This design comes from an exercise in tuning for small area on the open sky130 flow, not from production work.

==> violet <==
// top
module top #(
    parameter DATA_WIDTH = 8,
    parameter BUFFER_SIZE = 2,
    parameter KERNEL_SIZE = 9,
    parameter NUM_OF_MUL = 2,
    parameter DATA_OF_SET = 20,
    parameter IN_NUM_OF_SET = 4,
    parameter OUT_NUM_OF_SET = 3
)(
    input  logic          clk,
    input  logic          rst,
    input  logic [639:0]  din,
    input  logic [71:0]   kernel,
    input  logic [1:0]    op,
    output logic [1279:0] dout,
    output logic          dout_valid
);
==> module buffer, before the edit <==
module buffer (
    input  logic             clk,
    input  logic             wen,       
    input  logic             keep3,     
    input  logic [639:0]     din,
    output logic [3:0][143:0] dout,
    output logic [143:0]     set3_kept
);
    always_ff @(posedge clk) begin
        for (int s = 0; s < 4; s++)
            if (wen) dout[s] <= din[s*160 +: 144];
        if (keep3) set3_kept <= dout[3];
    end
endmodule
==> module hadamard_product_unit, before the edit <==
module hadamard_product_unit (
    input  logic [71:0] kernel,
    input  logic [71:0] p0,
    input  logic [71:0] p1,
    input  logic [71:0] p2,
    output logic [7:0]  y0,
    output logic [7:0]  y1,
    output logic [7:0]  y2
);
    logic [71:0] kernel3;
    times3 u_k3 (.k(kernel), .k3(kernel3));
    logic [2:0][71:0] p;
    logic [2:0][7:0]  y;
    assign p = {p2, p1, p0};
    assign {y2, y1, y0} = y;
    for (genvar j = 0; j < 3; j++) begin : g_dp
        logic [26:0] d1, d2, d3;
        r4dec u_dec (.p(p[j]), .d1(d1), .d2(d2), .d3(d3));
        dot9 u_dp (.k(kernel), .k3(kernel3), .p(p[j]),
                   .d1(d1), .d2(d2), .d3(d3), .y(y[j]));
    end
endmodule
==> module top, before the edit <==
module top #(
    parameter DATA_WIDTH = 8,
    parameter BUFFER_SIZE = 2,
    parameter KERNEL_SIZE = 9,
    parameter NUM_OF_MUL = 2,
    parameter DATA_OF_SET = 20,
    parameter IN_NUM_OF_SET = 4,
    parameter OUT_NUM_OF_SET = 3
)(
    input  logic          clk,
    input  logic          rst,
    input  logic [639:0]  din,
    input  logic [71:0]   kernel,
    input  logic [1:0]    op,
    output logic [1279:0] dout,
    output logic          dout_valid
);
    localparam logic [1:0] READ  = 2'd1;
    localparam logic [1:0] WRITE = 2'd2;
    logic       rd_reg, wr_reg;    
    logic [5:0] cnt;               
    logic       wen;
    always_ff @(posedge clk or posedge rst) begin
        if (rst) begin
            rd_reg <= 1'b0;
            wr_reg <= 1'b0;
            cnt    <= 6'd0;
        end else begin
            rd_reg <= (op == READ);
            wr_reg <= (op == WRITE);
            if (cnt == 6'd32 || ((op == READ) && rd_reg))
                cnt <= 6'd0;
            else if ((op == READ) && !rd_reg)
                cnt <= cnt + 6'd1;
        end
    end
    assign wen        = (op == READ) && !rd_reg && (cnt == 6'd0);
    assign dout_valid = (op == WRITE) && !wr_reg;
    logic [4:1] ph;
    logic       ph2_n, ph4_n;    
    always_ff @(posedge clk or posedge rst) begin
        if (rst) begin
            ph    <= '0;
            ph2_n <= 1'b1;
            ph4_n <= 1'b1;
        end else begin
            ph    <= {ph[3:1], wen};
            ph2_n <= !ph[1];
            ph4_n <= !ph[3];
        end
    end
    logic [3:0][143:0] set_q;
    logic [143:0]      set3_q;
    buffer u_buf (.clk(clk), .wen(wen), .keep3(ph[3]), .din(din), .dout(set_q), .set3_kept(set3_q));
    logic [71:0] kernel_d;
    always_ff @(posedge clk) kernel_d <= kernel;
    logic [71:0] k_src;
    assign k_src = ({72{ph[2]}} & kernel) | ({72{ph2_n}} & kernel_d);
    logic [71:0] pu0, pu1, pu2;
    assign pu0 = ({72{ph[2]}} & set_q[0][71:0])   | ({72{ph[3]}} & set_q[1][143:72]) | ({72{ph[4]}} & set3_q[71:0]);
    assign pu1 = ({72{ph[2]}} & set_q[0][143:72]) | ({72{ph[3]}} & set_q[2][71:0])   | ({72{ph[4]}} & set3_q[143:72]);
    assign pu2 = ({72{ph[2]}} & set_q[1][71:0])   | ({72{ph2_n}} & set_q[2][143:72]);
    logic [7:0] u0, u1, u2;
    hadamard_product_unit u_dp (
        .kernel(k_src),
        .p0(pu0),
        .p1(pu1),
        .p2(pu2),
        .y0(u0),
        .y1(u1),
        .y2(u2)
    );
    logic [7:0] r0, r1, r2, r0_d, r1_d, r2_d;
    always_ff @(posedge clk) begin
        r0   <= u0;
        r1   <= u1;
        r2   <= u2;
        r0_d <= r0;
        r1_d <= r1;
        r2_d <= r2;
    end
    logic [15:0] lane0, lane1, lane2;
    assign lane0 = ({16{ph[4]}} & {r1_d, r0_d}) | ({16{ph4_n}} & {r1, r0});
    assign lane1 = {r0, r2_d};
    assign lane2 = {r2, r1};
    for_output u_out (
        .clk(clk),
        .rst(rst),
        .op(op),
        .wr_reg(wr_reg),
        .arr3(ph[3]),
        .arr1(ph[4]),
        .lane0(lane0),
        .lane1(lane1),
        .lane2(lane2),
        .dout(dout)
    );
endmodule
export LEC_CHECK = 0
export CAP_MARGIN = 25
export CORE_AREA = 10 10 450 450
export DIE_AREA = 0 0 460 460
export PLACE_DENSITY = 0.65
export SLEW_MARGIN = 25
export SYNTH_HIERARCHICAL = 1
create_clock -name core_clock -period 10.0 [get_ports {clk}]
standard.sh (not shown) runs the stock make flow with config.mk's settings and CLKGATE_MAP_FILE= SYNTH_SCRIPT=/design/flow/synth_recipe.tcl, a recipe that flattens the netlist after the stock synthesis.
==> flow/flow/run.sh <==
#!/bin/bash
# The standard layout (standard.sh) with these placement settings changed:
#  - plain buf_1 cells as the port buffers (every port still gets one);
#  - pins may sit one routing track apart, so a smaller die holds them;
#  - clock tree: larger sink clusters, small clock buffers, no dummy loads;
#  - one tie cell for the constant outputs (as synthesis leaves it).
set -o pipefail
export BUFFER_PORTS_ARGS="-buffer_cell sky130_fd_sc_hd__buf_1"
export PLACE_PINS_ARGS="-min_distance 1 -min_distance_in_tracks"
export CTS_ARGS="-sink_clustering_enable -repair_clock_nets -dont_use_dummy_load -buf_list {sky130_fd_sc_hd__clkbuf_4 sky130_fd_sc_hd__clkbuf_8} -sink_clustering_size 16 -sink_clustering_max_diameter 50"
export SKIP_REPAIR_TIE_FANOUT=1
bash standard.sh > standard.log 2>&1
==> zinc: changes against violet <==
--- a/flow/design.v
+++ b/flow/design.v
@@ -1,36 +1,25 @@
 module buffer (
     input  logic             clk,
-    input  logic             wen,       
-    input  logic             keep3,     
+    input  logic             wen,
     input  logic [639:0]     din,
-    output logic [3:0][143:0] dout,
-    output logic [143:0]     set3_kept
+    output logic [3:0][143:0] dout
 );
     always_ff @(posedge clk) begin
         for (int s = 0; s < 4; s++)
             if (wen) dout[s] <= din[s*160 +: 144];
-        if (keep3) set3_kept <= dout[3];
     end
 endmodule
 module hadamard_product_unit (
-    input  logic [71:0] kernel,
-    input  logic [71:0] p0,
-    input  logic [71:0] p1,
-    input  logic [71:0] p2,
-    output logic [7:0]  y0,
-    output logic [7:0]  y1,
-    output logic [7:0]  y2
+    input  logic [71:0]  kernel,
+    input  logic [143:0] patch,
+    output logic [15:0]  dout
 );
     logic [71:0] kernel3;
     times3 u_k3 (.k(kernel), .k3(kernel3));
-    logic [2:0][71:0] p;
-    logic [2:0][7:0]  y;
-    assign p = {p2, p1, p0};
-    assign {y2, y1, y0} = y;
-    for (genvar j = 0; j < 3; j++) begin : g_dp
+    for (genvar j = 0; j < 2; j++) begin : g_dp
         logic [26:0] d1, d2, d3;
-        r4dec u_dec (.p(p[j]), .d1(d1), .d2(d2), .d3(d3));
-        dot9 u_dp (.k(kernel), .k3(kernel3), .p(p[j]),
-                   .d1(d1), .d2(d2), .d3(d3), .y(y[j]));
+        r4dec u_dec (.p(patch[j*72 +: 72]), .d1(d1), .d2(d2), .d3(d3));
+        dot9 u_dp (.k(kernel), .k3(kernel3), .p(patch[j*72 +: 72]),
+                   .d1(d1), .d2(d2), .d3(d3), .y(dout[j*8 +: 8]));
     end
 endmodule
@@ -655,50 +644,30 @@
     assign dout_valid = (op == WRITE) && !wr_reg;
     logic [4:1] ph;
-    logic       ph2_n, ph4_n;    
     always_ff @(posedge clk or posedge rst) begin
-        if (rst) begin
-            ph    <= '0;
-            ph2_n <= 1'b1;
-            ph4_n <= 1'b1;
-        end else begin
-            ph    <= {ph[3:1], wen};
-            ph2_n <= !ph[1];
-            ph4_n <= !ph[3];
-        end
+        if (rst) ph <= '0;
+        else     ph <= {ph[3:1], wen};
     end
     logic [3:0][143:0] set_q;
-    logic [143:0]      set3_q;
-    buffer u_buf (.clk(clk), .wen(wen), .keep3(ph[3]), .din(din), .dout(set_q), .set3_kept(set3_q));
+    buffer u_buf (.clk(clk), .wen(wen), .din(din), .dout(set_q));
     logic [71:0] kernel_d;
     always_ff @(posedge clk) kernel_d <= kernel;
-    logic [71:0] k_src;
-    assign k_src = ({72{ph[2]}} & kernel) | ({72{ph2_n}} & kernel_d);
-    logic [71:0] pu0, pu1, pu2;
-    assign pu0 = ({72{ph[2]}} & set_q[0][71:0])   | ({72{ph[3]}} & set_q[1][143:72]) | ({72{ph[4]}} & set3_q[71:0]);
-    assign pu1 = ({72{ph[2]}} & set_q[0][143:72]) | ({72{ph[3]}} & set_q[2][71:0])   | ({72{ph[4]}} & set3_q[143:72]);
-    assign pu2 = ({72{ph[2]}} & set_q[1][71:0])   | ({72{ph2_n}} & set_q[2][143:72]);
-    logic [7:0] u0, u1, u2;
-    hadamard_product_unit u_dp (
-        .kernel(k_src),
-        .p0(pu0),
-        .p1(pu1),
-        .p2(pu2),
-        .y0(u0),
-        .y1(u1),
-        .y2(u2)
+    logic [15:0] x_res, y_res;
+    hadamard_product_unit u_y (
+        .kernel(kernel),
+        .patch(ph[3] ? set_q[3] : set_q[0]),
+        .dout(y_res)
     );
-    logic [7:0] r0, r1, r2, r0_d, r1_d, r2_d;
+    hadamard_product_unit u_x (
+        .kernel(ph[3] ? kernel_d : kernel),
+        .patch(ph[3] ? set_q[2] : set_q[1]),
+        .dout(x_res)
+    );
+    logic [15:0] ry, ry_d, rx, rx_d;
     always_ff @(posedge clk) begin
-        r0   <= u0;
-        r1   <= u1;
-        r2   <= u2;
-        r0_d <= r0;
-        r1_d <= r1;
-        r2_d <= r2;
-    end
-    logic [15:0] lane0, lane1, lane2;
-    assign lane0 = ({16{ph[4]}} & {r1_d, r0_d}) | ({16{ph4_n}} & {r1, r0});
-    assign lane1 = {r0, r2_d};
-    assign lane2 = {r2, r1};
+        ry   <= y_res;
+        ry_d <= ry;
+        rx   <= x_res;
+        rx_d <= rx;
+    end
     for_output u_out (
         .clk(clk),
@@ -708,7 +677,7 @@
         .arr3(ph[3]),
         .arr1(ph[4]),
-        .lane0(lane0),
-        .lane1(lane1),
-        .lane2(lane2),
+        .lane0(ry_d),
+        .lane1(rx_d),
+        .lane2(rx),
         .dout(dout)
     );
==> flow/flow/run.sh (replaced) <==
#!/bin/bash
# The standard layout (standard.sh) with these placement settings changed:
#  - plain buf_1 cells as the port buffers (every port still gets one);
#  - pins may sit one routing track apart, so a smaller die holds them;
#  - clock tree: larger sink clusters, small clock buffers, no dummy loads.
set -o pipefail
export BUFFER_PORTS_ARGS="-buffer_cell sky130_fd_sc_hd__buf_1"
export PLACE_PINS_ARGS="-min_distance 1 -min_distance_in_tracks"
export CTS_ARGS="-sink_clustering_enable -repair_clock_nets -dont_use_dummy_load -buf_list {sky130_fd_sc_hd__clkbuf_4 sky130_fd_sc_hd__clkbuf_8} -sink_clustering_size 16 -sink_clustering_max_diameter 50"
bash standard.sh > standard.log 2>&1
- CAP_MARGIN: 25 -> 20
- CTS_BUF_LIST: not set -> sky130_fd_sc_hd__clkbuf_4 sky130_fd_sc_hd__clkbuf_8
- SLEW_MARGIN: 25 -> 20
==> reports/qor.csv <==
stage;metric;value;unit
placed_design;detailed placement HPWL;304;mm
grt;largest net degree at the start of global routing;173;
synthesis;synthesized instance count;6191;
grt;met1 usage in global routing;43.8;%
grt;fraction of met2 tracks used by global routing;59.4;%
floorplan;initial cell density of the core;47.2;%
synthesis;post-synthesis instance area;90800;um^2
grt;total gr overflow;30;
clock_tree;TritonCTS buffer count;175;
outcome;halt point of the flow;5_1_grt;
outcome;outcome;did not finish;
outcome;Run Error;[ERROR GRT-0116] Global routing finished with congestion. Check the congestion regions in the DRC Viewer.;
placed_design;Post-Place Cell Area;102000;um^2
The numbers above come from violet.

==> reports/qor.csv <==
stage;metric;value;unit
placed_design;detailed placement HPWL;342;mm
floorplan;initial cell density of the core;48.6;%
grt;largest net degree at the start of global routing;181;
grt;met1 usage in global routing;51.6;%
synthesis;post-synthesis instance area;93600;um^2
outcome;outcome;finished clean;
grt;fraction of met2 tracks used by global routing;59.1;%
grt;total gr overflow;0;
clock_tree;TritonCTS buffer count;168;
The numbers above come from zinc.

Function was not checked in any run of this note: the RTL went through the layout flow alone.

separate check: timing with driven ports:
The flow's constraints put no driver on any port. The routed layout listed below was extracted and timed again, unchanged, in two steps.
Step 1, drivers: a clkbuf_16 drives clk and a buf_2 each remaining input, both assumed.
Step 2 moves the port delays by t, midway between the first and last clock arrival at a register: inputs arrive t later, outputs are due t later. That takes back most of the time a late clock gives input paths.
a / b / c = no drivers / after step 1 / after step 2; a / b = the first two.
run: zinc
t, ns: 1.059
setup WS [ns]: 0.975 / 0.975 / 0.201
slew at the worst register clock pin (ns): 0.10 / 0.10
After both steps zinc still meets setup and hold. The setup slack of zinc moves by 0.000 ns with the drivers and by -0.774 ns with both steps.
